This is an optimization exercise on Yosys and OpenROAD, whose aim is small area, not a production implementation. In this exercise RTL edits were held to simulation tests only and were not proved equivalent to the original. Power and IR drop assume default switching activity.

==> nickel: inputs <==
==> flow/design.v <==
module ALU_DESIGN #(parameter DW = 8, CW = 4)(INP_VALID,OPA,OPB,CIN,CLK,RST,CMD,CE,MODE,COUT,OFLOW,RES,G,E,L,ERR);
  input [DW-1:0] OPA,OPB;
  input CLK,RST,CE,MODE,CIN;
  input [CW-1:0] CMD;
  input [1:0] INP_VALID;
  output reg [DW:0] RES;
  output COUT;
  output OFLOW;
  output G;
  output E;
  output L;
  output reg ERR;
  reg [7:0] A, B;
  reg [3:0] C;
  reg VA, VB;
  reg [4:0] W;
  reg [7:0] NT1, NT2;
  wire [7:0] T1 = ~NT1;
  wire [7:0] T2 = ~NT2;
  reg TZ;
  reg [2:0] FL;
  assign COUT = ~FL[2] & ~FL[1] & FL[0];
  assign OFLOW = ~FL[2] & FL[1] & ~FL[0];
  assign G = FL[2] & ~FL[1] & ~FL[0];
  assign E = FL[2] & ~FL[1] & FL[0];
  assign L = FL[2] & FL[1] & ~FL[0];
  always @(posedge CLK) begin
    if (INP_VALID[0]) A <= OPA;
    if (INP_VALID[1]) B <= OPB;
    if (|INP_VALID) C <= CMD;
    VA <= ~RST & (VA | INP_VALID[0]);
    VB <= ~RST & (VB | INP_VALID[1]);
    if (RST | (|INP_VALID)) W <= 5'd0;
    else if ((VA ^ VB) & ~W[4]) W <= W + 5'd1;
  end
  wire both = VA & VB;
  wire live = ~RST & both;
  wire upd = CE & (RST | both);
  wire [15:0] c;
  genvar k;
  generate for (k = 0; k < 16; k = k + 1) begin : dec
    assign c[k] = (C == k);
  end endgenerate
  wire pa = c[0] | c[1] | c[2] | c[3] | c[4] | c[5] | c[8] | c[9];
  wire pt = c[10];
  wire pone = c[6];
  wire qb = c[0] | c[1] | c[2] | c[3] | c[6] | c[7] | c[8];
  wire qt = c[10];
  wire qinv = c[1] | c[3] | c[5] | c[8] | c[10];
  wire ci = c[1] | (c[2] & CIN) | (c[3] & ~CIN) | c[7] | c[9] | c[10];
  wire [7:0] P = ({8{pa}} & A) | ({8{pt}} & T1) | {8{pone}};
  wire [7:0] Q = (({8{qb}} & B) | ({8{qt}} & T2)) ^ {8{qinv}};
  wire [8:0] cc;
  wire [8:0] S;
  assign cc[0] = ci;
  generate for (k = 0; k < 8; k = k + 1) begin : add
    assign S[k] = P[k] ^ Q[k] ^ cc[k];
    assign cc[k+1] = (P[k] & Q[k]) | (cc[k] & (P[k] ^ Q[k]));
  end endgenerate
  assign S[8] = cc[8] ^ (pone | qinv);
  wire F = &S[7:0];
  wire LT = S[8] & ~(~ci & F);
  wire [8:0] M;
  wire mw1;
  assign mw1 = T1[0] & T2[0];
  wire mw2;
  assign mw2 = T1[0] & T2[1];
  wire mw3;
  assign mw3 = T1[0] & T2[2];
  wire mw4;
  assign mw4 = T1[0] & T2[3];
  wire mw5;
  assign mw5 = T1[0] & T2[4];
  wire mw6;
  assign mw6 = T1[0] & T2[5];
  wire mw7;
  assign mw7 = T1[0] & T2[6];
  wire mw8;
  assign mw8 = T1[0] & T2[7];
  wire mw9;
  assign mw9 = T1[1] & T2[0];
  wire mw10;
  assign mw10 = T1[1] & T2[1];
  wire mw11;
  assign mw11 = T1[1] & T2[2];
  wire mw12;
  assign mw12 = T1[1] & T2[3];
  wire mw13;
  assign mw13 = T1[1] & T2[4];
  wire mw14;
  assign mw14 = T1[1] & T2[5];
  wire mw15;
  assign mw15 = T1[1] & T2[6];
  wire mw16;
  assign mw16 = T1[1] & T2[7];
  wire mw17;
  assign mw17 = T1[2] & T2[0];
  wire mw18;
  assign mw18 = T1[2] & T2[1];
  wire mw19;
  assign mw19 = T1[2] & T2[2];
  wire mw20;
  assign mw20 = T1[2] & T2[3];
  wire mw21;
  assign mw21 = T1[2] & T2[4];
  wire mw22;
  assign mw22 = T1[2] & T2[5];
  wire mw23;
  assign mw23 = T1[2] & T2[6];
  wire mw24;
  assign mw24 = T1[3] & T2[0];
  wire mw25;
  assign mw25 = T1[3] & T2[1];
  wire mw26;
  assign mw26 = T1[3] & T2[2];
  wire mw27;
  assign mw27 = T1[3] & T2[3];
  wire mw28;
  assign mw28 = T1[3] & T2[4];
  wire mw29;
  assign mw29 = T1[3] & T2[5];
  wire mw30;
  assign mw30 = T1[4] & T2[0];
  wire mw31;
  assign mw31 = T1[4] & T2[1];
  wire mw32;
  assign mw32 = T1[4] & T2[2];
  wire mw33;
  assign mw33 = T1[4] & T2[3];
  wire mw34;
  assign mw34 = T1[4] & T2[4];
  wire mw35;
  assign mw35 = T1[5] & T2[0];
  wire mw36;
  assign mw36 = T1[5] & T2[1];
  wire mw37;
  assign mw37 = T1[5] & T2[2];
  wire mw38;
  assign mw38 = T1[5] & T2[3];
  wire mw39;
  assign mw39 = T1[6] & T2[0];
  wire mw40;
  assign mw40 = T1[6] & T2[1];
  wire mw41;
  assign mw41 = T1[6] & T2[2];
  wire mw42;
  assign mw42 = T1[7] & T2[0];
  wire mw43;
  assign mw43 = T1[7] & T2[1];
  wire mw44;
  wire mw45;
  assign mw44 = mw2 ^ mw9;
  assign mw45 = mw2 & mw9;
  wire mw46;
  wire mw47;
  assign mw46 = mw10 ^ mw17 ^ mw3;
  assign mw47 = (mw10 & mw17) | (mw10 & mw3) | (mw17 & mw3);
  wire mw48;
  wire mw49;
  assign mw48 = mw45 ^ mw46;
  assign mw49 = mw45 & mw46;
  wire mw50;
  wire mw51;
  assign mw50 = mw11 ^ mw18 ^ mw24;
  assign mw51 = (mw11 & mw18) | (mw11 & mw24) | (mw18 & mw24);
  wire mw52;
  wire mw53;
  assign mw52 = mw4 ^ mw47 ^ mw50;
  assign mw53 = (mw4 & mw47) | (mw4 & mw50) | (mw47 & mw50);
  wire mw54;
  wire mw55;
  assign mw54 = mw49 ^ mw52;
  assign mw55 = mw49 & mw52;
  wire mw56;
  wire mw57;
  assign mw56 = mw12 ^ mw19 ^ mw25;
  assign mw57 = (mw12 & mw19) | (mw12 & mw25) | (mw19 & mw25);
  wire mw58;
  wire mw59;
  assign mw58 = mw30 ^ mw5 ^ mw51;
  assign mw59 = (mw30 & mw5) | (mw30 & mw51) | (mw5 & mw51);
  wire mw60;
  wire mw61;
  assign mw60 = mw56 ^ mw53 ^ mw58;
  assign mw61 = (mw56 & mw53) | (mw56 & mw58) | (mw53 & mw58);
  wire mw62;
  wire mw63;
  assign mw62 = mw55 ^ mw60;
  assign mw63 = mw55 & mw60;
  wire mw64;
  wire mw65;
  assign mw64 = mw13 ^ mw20 ^ mw26;
  assign mw65 = (mw13 & mw20) | (mw13 & mw26) | (mw20 & mw26);
  wire mw66;
  wire mw67;
  assign mw66 = mw31 ^ mw35 ^ mw6;
  assign mw67 = (mw31 & mw35) | (mw31 & mw6) | (mw35 & mw6);
  wire mw68;
  wire mw69;
  assign mw68 = mw57 ^ mw64 ^ mw66;
  assign mw69 = (mw57 & mw64) | (mw57 & mw66) | (mw64 & mw66);
  wire mw70;
  wire mw71;
  assign mw70 = mw59 ^ mw68 ^ mw61;
  assign mw71 = (mw59 & mw68) | (mw59 & mw61) | (mw68 & mw61);
  wire mw72;
  wire mw73;
  assign mw72 = mw63 ^ mw70;
  assign mw73 = mw63 & mw70;
  wire mw74;
  wire mw75;
  assign mw74 = mw14 ^ mw21 ^ mw27;
  assign mw75 = (mw14 & mw21) | (mw14 & mw27) | (mw21 & mw27);
  wire mw76;
  wire mw77;
  assign mw76 = mw32 ^ mw36 ^ mw39;
  assign mw77 = (mw32 & mw36) | (mw32 & mw39) | (mw36 & mw39);
  wire mw78;
  wire mw79;
  assign mw78 = mw7 ^ mw65 ^ mw67;
  assign mw79 = (mw7 & mw65) | (mw7 & mw67) | (mw65 & mw67);
  wire mw80;
  wire mw81;
  assign mw80 = mw74 ^ mw76 ^ mw69;
  assign mw81 = (mw74 & mw76) | (mw74 & mw69) | (mw76 & mw69);
  wire mw82;
  wire mw83;
  assign mw82 = mw78 ^ mw80 ^ mw71;
  assign mw83 = (mw78 & mw80) | (mw78 & mw71) | (mw80 & mw71);
  wire mw84;
  wire mw85;
  assign mw84 = mw73 ^ mw82;
  assign mw85 = mw73 & mw82;
  wire mw86;
  wire mw87;
  assign mw86 = mw15 ^ mw22 ^ mw28;
  assign mw87 = (mw15 & mw22) | (mw15 & mw28) | (mw22 & mw28);
  wire mw88;
  wire mw89;
  assign mw88 = mw33 ^ mw37 ^ mw40;
  assign mw89 = (mw33 & mw37) | (mw33 & mw40) | (mw37 & mw40);
  wire mw90;
  wire mw91;
  assign mw90 = mw42 ^ mw8 ^ mw75;
  assign mw91 = (mw42 & mw8) | (mw42 & mw75) | (mw8 & mw75);
  wire mw92;
  wire mw93;
  assign mw92 = mw77 ^ mw86 ^ mw88;
  assign mw93 = (mw77 & mw86) | (mw77 & mw88) | (mw86 & mw88);
  wire mw94;
  wire mw95;
  assign mw94 = mw79 ^ mw90 ^ mw92;
  assign mw95 = (mw79 & mw90) | (mw79 & mw92) | (mw90 & mw92);
  wire mw96;
  wire mw97;
  assign mw96 = mw81 ^ mw94 ^ mw83;
  assign mw97 = (mw81 & mw94) | (mw81 & mw83) | (mw94 & mw83);
  wire mw98;
  wire mw99;
  assign mw98 = mw85 ^ mw96;
  assign mw99 = mw85 & mw96;
  wire mw100;
  assign mw100 = mw16 ^ mw23;
  wire mw101;
  assign mw101 = mw29 ^ mw34;
  wire mw102;
  assign mw102 = mw38 ^ mw41;
  wire mw103;
  assign mw103 = mw43 ^ mw100;
  wire mw104;
  assign mw104 = mw101 ^ mw102;
  wire mw105;
  assign mw105 = mw103 ^ mw104;
  wire mw106;
  assign mw106 = mw87 ^ mw89;
  wire mw107;
  assign mw107 = mw105 ^ mw106;
  wire mw108;
  assign mw108 = mw107 ^ mw91;
  wire mw109;
  assign mw109 = mw93 ^ mw108;
  wire mw110;
  assign mw110 = mw109 ^ mw95;
  wire mw111;
  assign mw111 = mw110 ^ mw97;
  wire mw112;
  assign mw112 = mw111 ^ mw99;
  assign M[0] = mw1;
  assign M[1] = mw44;
  assign M[2] = mw48;
  assign M[3] = mw54;
  assign M[4] = mw62;
  assign M[5] = mw72;
  assign M[6] = mw84;
  assign M[7] = mw98;
  assign M[8] = mw112;
  wire m1 = live & MODE;
  wire m0 = live & ~MODE;
  wire xa = c[8] | c[9] | c[12] | c[13];
  wire cb = c[10] | c[11];
  wire sh = c[9] | cb;
  wire [3:0] tt;
  assign tt[3] = c[0] | c[5] | xa | cb;
  assign tt[2] = c[1] | c[4] | c[7] | xa;
  assign tt[1] = c[1] | c[4] | c[6] | cb;
  assign tt[0] = c[1] | c[3] | c[5] | c[6] | c[7];
  wire [3:0] t = tt & {4{m0}};
  wire [7:0] Y = ({8{t[3]}} & A & B) | ({8{t[2]}} & A & ~B) | ({8{t[1]}} & ~A & B) | ({8{t[0]}} & ~A & ~B);
  wire [2:0] n = B[2:0];
  wire rr = c[12] | c[13];
  wire r = c[13];
  wire [2:0] amt = {rr & (n[2] ^ (r & (n[1] | n[0]))), rr & (n[1] ^ (r & n[0])), (rr & n[0]) | sh};
  wire [7:0] r1 = amt[0] ? {Y[6:0], Y[7]} : Y;
  wire [7:0] r2 = amt[1] ? {r1[5:0], r1[7:6]} : r1;
  wire [7:0] X = amt[2] ? {r2[3:0], r2[7:4]} : r2;
  wire land = m0 & c[2] & (|A) & (|B);
  wire [7:0] lg = {X[7:1], (X[0] & ~sh) | land};
  wire selS = m1 & (c[0] | c[1] | c[2] | c[3] | c[4] | c[5] | c[6] | c[7] | (c[10] & ~TZ));
  wire selM = m1 & c[9] & ~TZ;
  wire [8:0] res_n = ({9{selS}} & S) | ({9{selM}} & M) | {1'b0, lg};
  wire [2:0] fl_n;
  assign fl_n[2] = m1 & c[8];
  assign fl_n[1] = m1 & (c[1] | c[3] | c[8]) & LT;
  assign fl_n[0] = m1 & (((c[0] | c[2]) & S[8]) | (c[8] & F));
  wire err_n = m0 & c[12] & (|B[7:4]);
  wire late = ~RST & W[4] & ((INP_VALID == 2'b01 & VB) | (INP_VALID == 2'b10 & VA));
  wire tupd = m1 & CE & (c[9] | c[10]);
  always @(posedge CLK) begin
    if (upd) begin
      RES <= res_n;
      FL <= fl_n;
    end
    if (late) ERR <= 1'b1;
    else if (upd) ERR <= err_n;
    if (tupd) begin
      NT1 <= ~(c[9] ? S[7:0] : {A[6:0], 1'b0});
      NT2 <= ~(B + {7'd0, c[9]});
    end
    if (CE & RST) TZ <= 1'b1;
    else if (tupd) TZ <= 1'b0;
  end
endmodule
==> flow/flow/run.sh <==
#!/bin/bash
# Own layout flow: the standard flow (standard.sh) with three changes.
#  1. Synthesis is the standard flow's own script (synth_recipe.tcl, so the registers and their names are the
#     standard synthesis's), except that ABC's technology mapping uses flow/area.abc, an
#     area-oriented script, instead of ORFS's delay-oriented one.
#  2. Port buffers are sky130_fd_sc_hd__buf_1 instead of the resizer's default pick.
#  3. CTS uses clkbuf_4 only and inserts no dummy loads.
# Every tool's output goes to logs in this folder (make.log, def.log) and to ORFS's own logs
# under orfs/logs/.
set -euo pipefail
W=$(pwd)
F=$W/flow

cat > "$W/own_synth.tcl" <<EOT
proc abc {args} {
  set i [lsearch -exact \$args -script]
  if {\$i >= 0} { lset args [expr {\$i + 1}] $F/area.abc }
  yosys abc {*}\$args
}
source $W/synth_recipe.tcl
EOT

bash "$W/standard.sh" \
  SYNTH_SCRIPT="$W/own_synth.tcl" \
  BUFFER_PORTS_ARGS="-buffer_cell sky130_fd_sc_hd__buf_1" \
  CTS_ARGS="-sink_clustering_enable -repair_clock_nets -dont_use_dummy_load -buf_list sky130_fd_sc_hd__clkbuf_4" \
  finish > "$W/make.log" 2>&1
==> flow/flow/area.abc <==
strash
balance
rewrite
refactor
balance
rewrite
rewrite -z
balance
refactor -z
rewrite -z
balance
dch -f
amap
topo
==> flow/standard.sh <==
#!/bin/bash
# synth_recipe.tcl (not shown) runs the flow's synth.tcl, then flattens the netlist and writes it again
# the make line also repeats each setting of config.mk as NAME=value (left out here)
make -C /OpenROAD-flow-scripts/flow DESIGN_CONFIG=/design/flow/config.mk WORK_HOME=/design/flow/orfs CLKGATE_MAP_FILE= SYNTH_SCRIPT=/design/flow/synth_recipe.tcl "${@:-finish}"
==> flow/config.mk <==
export PLATFORM = sky130hd
export DESIGN_NAME = ALU_DESIGN
export DESIGN_NICKNAME = ALU_DESIGN
export VERILOG_FILES = /design/flow/design.v
export SDC_FILE = /design/flow/constraint.sdc
export NUM_CORES = 4
export LEC_CHECK = 0
export CAP_MARGIN = 0
export CORE_MARGIN = 2
export CORE_UTILIZATION = 50
export GPL_TIMING_DRIVEN = 0
export SETUP_SLACK_MARGIN = 0.1
export SLEW_MARGIN = 0
==> flow/constraint.sdc <==
create_clock -name core_clock -period 6.0 [get_ports {CLK}]
set_input_delay 1.2000 -clock core_clock [delete_from_list [all_inputs] [get_ports {CLK}]]
set_output_delay 1.2000 -clock core_clock [all_outputs]
set_load 0.01 [all_outputs]
==> inputs of delta, as changes to nickel <==
--- a/flow/design.v
+++ b/flow/design.v
@@ -14,6 +14,7 @@
   reg [3:0] C;
   reg VA, VB;
   reg [4:0] W;
+  wire WS = (W == 5'b10111);
   reg [7:0] NT1, NT2;
   wire [7:0] T1 = ~NT1;
   wire [7:0] T2 = ~NT2;
@@ -31,7 +32,7 @@
     VA <= ~RST & (VA | INP_VALID[0]);
     VB <= ~RST & (VB | INP_VALID[1]);
     if (RST | (|INP_VALID)) W <= 5'd0;
-    else if ((VA ^ VB) & ~W[4]) W <= W + 5'd1;
+    else if ((VA ^ VB) & ~WS) W <= {W[3:0], ~(W[4] ^ W[2])};
   end
   wire both = VA & VB;
   wire live = ~RST & both;
@@ -323,7 +324,7 @@
   assign fl_n[1] = m1 & (c[1] | c[3] | c[8]) & LT;
   assign fl_n[0] = m1 & (((c[0] | c[2]) & S[8]) | (c[8] & F));
   wire err_n = m0 & c[12] & (|B[7:4]);
-  wire late = ~RST & W[4] & ((INP_VALID == 2'b01 & VB) | (INP_VALID == 2'b10 & VA));
+  wire late = ~RST & WS & ((INP_VALID == 2'b01 & VB) | (INP_VALID == 2'b10 & VA));
   wire tupd = m1 & CE & (c[9] | c[10]);
   always @(posedge CLK) begin
     if (upd) begin
==> flow/flow/run.sh (replaced) <==
#!/bin/bash
# Own layout flow: the standard flow (standard.sh) with these changes.
#  1. Synthesis is the standard flow's own script (synth_recipe.tcl), so the registers and their names are
#     the standard synthesis's, except that
#     - Yosys's synth runs with -noabc as well as -nofsm -noshare: its quick generic ABC
#       pass is skipped, so the full and half adders that ORFS extracts afterwards keep the
#       polarity written in the RTL (fewer inverters between adder cells);
#     - ABC's technology mapping uses flow/area.abc, an area-oriented script, instead of
#       ORFS's delay-oriented one.
#  2. Port buffers are sky130_fd_sc_hd__buf_1 instead of the resizer's default pick.
#  3. CTS uses clkbuf_4 only and inserts no dummy loads.
# Every tool's output goes to logs in this folder (make.log) and to ORFS's own logs under
# orfs/logs/.
set -euo pipefail
W=$(pwd)
F=$W/flow

grep -q '^proc synth {args} { yosys synth -nofsm -noshare {\*}$args }$' "$W/synth_recipe.tcl"
sed 's/^proc synth {args} { yosys synth -nofsm -noshare {\*}$args }$/proc synth {args} { yosys synth -nofsm -noshare -noabc {*}$args }/' \
  "$W/synth_recipe.tcl" > "$W/own_synth_recipe.tcl"
grep -q -- '-noabc' "$W/own_synth_recipe.tcl"

cat > "$W/own_synth.tcl" <<EOT
proc abc {args} {
  set i [lsearch -exact \$args -script]
  if {\$i >= 0} { lset args [expr {\$i + 1}] $F/area.abc }
  yosys abc {*}\$args
}
source $W/own_synth_recipe.tcl
EOT

bash "$W/standard.sh" \
  SYNTH_SCRIPT="$W/own_synth.tcl" \
  BUFFER_PORTS_ARGS="-buffer_cell sky130_fd_sc_hd__buf_1" \
  CTS_ARGS="-sink_clustering_enable -repair_clock_nets -dont_use_dummy_load -buf_list sky130_fd_sc_hd__clkbuf_4" \
  finish > "$W/make.log" 2>&1
==> inputs of ember, as changes to nickel <==
--- a/flow/design.v
+++ b/flow/design.v
@@ -4,26 +4,18 @@
   input [CW-1:0] CMD;
   input [1:0] INP_VALID;
   output reg [DW:0] RES;
-  output COUT;
-  output OFLOW;
-  output G;
-  output E;
-  output L;
+  output reg COUT;
+  output reg OFLOW;
+  output reg G;
+  output reg E;
+  output reg L;
   output reg ERR;
   reg [7:0] A, B;
   reg [3:0] C;
   reg VA, VB;
   reg [4:0] W;
-  reg [7:0] NT1, NT2;
-  wire [7:0] T1 = ~NT1;
-  wire [7:0] T2 = ~NT2;
+  reg [7:0] T1, T2;
   reg TZ;
-  reg [2:0] FL;
-  assign COUT = ~FL[2] & ~FL[1] & FL[0];
-  assign OFLOW = ~FL[2] & FL[1] & ~FL[0];
-  assign G = FL[2] & ~FL[1] & ~FL[0];
-  assign E = FL[2] & ~FL[1] & FL[0];
-  assign L = FL[2] & FL[1] & ~FL[0];
   always @(posedge CLK) begin
     if (INP_VALID[0]) A <= OPA;
     if (INP_VALID[1]) B <= OPB;
@@ -296,45 +288,53 @@
   assign M[8] = mw112;
   wire m1 = live & MODE;
   wire m0 = live & ~MODE;
-  wire xa = c[8] | c[9] | c[12] | c[13];
-  wire cb = c[10] | c[11];
-  wire sh = c[9] | cb;
-  wire [3:0] tt;
-  assign tt[3] = c[0] | c[5] | xa | cb;
-  assign tt[2] = c[1] | c[4] | c[7] | xa;
-  assign tt[1] = c[1] | c[4] | c[6] | cb;
-  assign tt[0] = c[1] | c[3] | c[5] | c[6] | c[7];
-  wire [3:0] t = tt & {4{m0}};
-  wire [7:0] Y = ({8{t[3]}} & A & B) | ({8{t[2]}} & A & ~B) | ({8{t[1]}} & ~A & B) | ({8{t[0]}} & ~A & ~B);
   wire [2:0] n = B[2:0];
   wire rr = c[12] | c[13];
   wire r = c[13];
-  wire [2:0] amt = {rr & (n[2] ^ (r & (n[1] | n[0]))), rr & (n[1] ^ (r & n[0])), (rr & n[0]) | sh};
-  wire [7:0] r1 = amt[0] ? {Y[6:0], Y[7]} : Y;
+  wire [2:0] amt = {rr & (n[2] ^ (r & (n[1] | n[0]))), rr & (n[1] ^ (r & n[0])), (rr & n[0]) | c[9]};
+  wire [7:0] r1 = amt[0] ? {A[6:0], A[7]} : A;
   wire [7:0] r2 = amt[1] ? {r1[5:0], r1[7:6]} : r1;
   wire [7:0] X = amt[2] ? {r2[3:0], r2[7:4]} : r2;
+  wire xa = c[8] | c[9] | c[12] | c[13];
+  wire [3:0] tt;
+  assign tt[3] = c[0] | c[5] | xa;
+  assign tt[2] = c[1] | c[4] | c[7] | xa;
+  assign tt[1] = c[1] | c[4] | c[6];
+  assign tt[0] = c[1] | c[3] | c[5] | c[6] | c[7];
+  wire [3:0] t = tt & {4{m0}};
+  wire [3:0] t0 = t & {4{~c[9]}};
+  wire sB = m0 & (c[10] | c[11]);
   wire land = m0 & c[2] & (|A) & (|B);
-  wire [7:0] lg = {X[7:1], (X[0] & ~sh) | land};
+  wire [7:0] lg;
+  assign lg[0] = (t0[3] & X[0] & B[0]) | (t0[2] & X[0] & ~B[0]) | (t0[1] & ~X[0] & B[0]) | (t0[0] & ~X[0] & ~B[0]) | land;
+  generate for (k = 1; k < 8; k = k + 1) begin : lgb
+    assign lg[k] = (t[3] & X[k] & B[k]) | (t[2] & X[k] & ~B[k]) | (t[1] & ~X[k] & B[k]) | (t[0] & ~X[k] & ~B[k]) | (sB & B[k-1]);
+  end endgenerate
   wire selS = m1 & (c[0] | c[1] | c[2] | c[3] | c[4] | c[5] | c[6] | c[7] | (c[10] & ~TZ));
   wire selM = m1 & c[9] & ~TZ;
   wire [8:0] res_n = ({9{selS}} & S) | ({9{selM}} & M) | {1'b0, lg};
-  wire [2:0] fl_n;
-  assign fl_n[2] = m1 & c[8];
-  assign fl_n[1] = m1 & (c[1] | c[3] | c[8]) & LT;
-  assign fl_n[0] = m1 & (((c[0] | c[2]) & S[8]) | (c[8] & F));
+  wire cout_n = m1 & (c[0] | c[2]) & S[8];
+  wire oflow_n = m1 & (c[1] | c[3]) & LT;
+  wire e_n = m1 & c[8] & F;
+  wire g_n = m1 & c[8] & ~S[8];
+  wire l_n = m1 & c[8] & LT;
   wire err_n = m0 & c[12] & (|B[7:4]);
   wire late = ~RST & W[4] & ((INP_VALID == 2'b01 & VB) | (INP_VALID == 2'b10 & VA));
   wire tupd = m1 & CE & (c[9] | c[10]);
   always @(posedge CLK) begin
     if (upd) begin
       RES <= res_n;
-      FL <= fl_n;
+      COUT <= cout_n;
+      OFLOW <= oflow_n;
+      G <= g_n;
+      E <= e_n;
+      L <= l_n;
     end
     if (late) ERR <= 1'b1;
     else if (upd) ERR <= err_n;
     if (tupd) begin
-      NT1 <= ~(c[9] ? S[7:0] : {A[6:0], 1'b0});
-      NT2 <= ~(B + {7'd0, c[9]});
+      T1 <= c[9] ? S[7:0] : {A[6:0], 1'b0};
+      T2 <= c[9] ? B + 8'd1 : B;
     end
     if (CE & RST) TZ <= 1'b1;
     else if (tupd) TZ <= 1'b0;
==> flow/run.sh (new file) <==
#!/bin/bash
# synth_recipe.tcl (not shown) runs the flow's synth.tcl, then flattens the netlist and writes it again
# the make line also repeats each setting of config.mk as NAME=value (left out here)
make -C /OpenROAD-flow-scripts/flow DESIGN_CONFIG=/design/flow/config.mk WORK_HOME=/design/flow/orfs CLKGATE_MAP_FILE= SYNTH_SCRIPT=/design/flow/synth_recipe.tcl finish
==> flow/config.mk (replaced) <==
export PLATFORM = sky130hd
export DESIGN_NAME = ALU_DESIGN
export DESIGN_NICKNAME = ALU_DESIGN
export VERILOG_FILES = /design/flow/design.v
export SDC_FILE = /design/flow/constraint.sdc
export NUM_CORES = 4
export LEC_CHECK = 0
export CAP_MARGIN = 20
export CORE_MARGIN = 2
export CORE_UTILIZATION = 40
export CTS_BUF_LIST = sky130_fd_sc_hd__clkbuf_8
export CTS_CLUSTER_DIAMETER = 200
export CTS_CLUSTER_SIZE = 30
export GPL_TIMING_DRIVEN = 0
export SLEW_MARGIN = 20
removed: flow/flow/run.sh
removed: flow/flow/area.abc
removed: flow/standard.sh
==> qor summary <==
quantity                                                                        nickel       ember           delta
Status                                                        timing/DRC/antenna clean  timing/DRC/antenna clean  timing/DRC/antenna clean
Power of the clock network                                                      193 uW      398 uW          187 uW
Largest net degree at the start of global routing                                   17          18              18
Routed met2 length                                                            5.301 mm    6.659 mm        5.108 mm
Global-route wire length before repair                                        17.65 mm    23.36 mm        17.23 mm
DIE AREA                                                                     9014 um^2  13510 um^2       8802 um^2
Switching power summed over all nets                                          321.5 uW    393.3 uW        313.1 uW
Largest driver fanout on the critical path                                           4           2               8
Crit. Startpoint                                                        C[2]$_DFFE_PP_         CIN  C[0]$_DFFE_PP_
Tot GR Track Use                                                                26.22%      23.10%          25.88%
Clock insertion delay at the later pin of the skew report                       390 ps      360 ps          400 ps
Share of the yosys chip area belonging to registers                             39.21%      33.37%          40.20%
Count of routing violations after the opening detailed-route iteration             284         450             285
Pleak                                                                         1.559 nW    2.276 nW        1.558 nW
Top-area cell type share of the netlist area                                    34.86%      29.80%          35.73%
GR Layer Usage met1                                                             35.46%      32.42%          34.49%
Fraction of synthesized cell area in xor and xnor cells                        0.2118%      4.867%              0%

==> static timing again, ports no longer ideal <==
No port has a modelled driver above. Below, the same layouts with a new extraction and two added sets of constraints. Step 1: set_driving_cell puts a clkbuf_16 on CLK and a buf_2 on each other input, an assumption about the parent block. Step 2 moves the port delays by t, midway between the first and last clock arrival at a register: inputs arrive t later, outputs are due t later. That takes back most of the time a late clock gives input paths. Three values: ideal ports, drivers, drivers and shift; two values: the first two.
| run | shift t [ns] | setup slack, ns | worst setup path at the end | worst slew at a driven data input, ns | pins driven straight from the clock port |
|---|---|---|---|---|---|
| nickel | 0.408 | 0.334 / 0.334 / 0.040 | input to register | 0.03 | 1 |
| delta | 0.413 | 0.375 / 0.375 / 0.258 | input to register | 0.03 | 1 |
| ember | 0.385 | 0.169 / 0.183 / -0.202 | input to register | 0.04 | 1 |
Met with ideal ports but missed after step 2: setup timing in ember. For ember, which loses most, drivers alone change the setup slack by +0.014 ns; drivers and shift together by -0.371 ns.
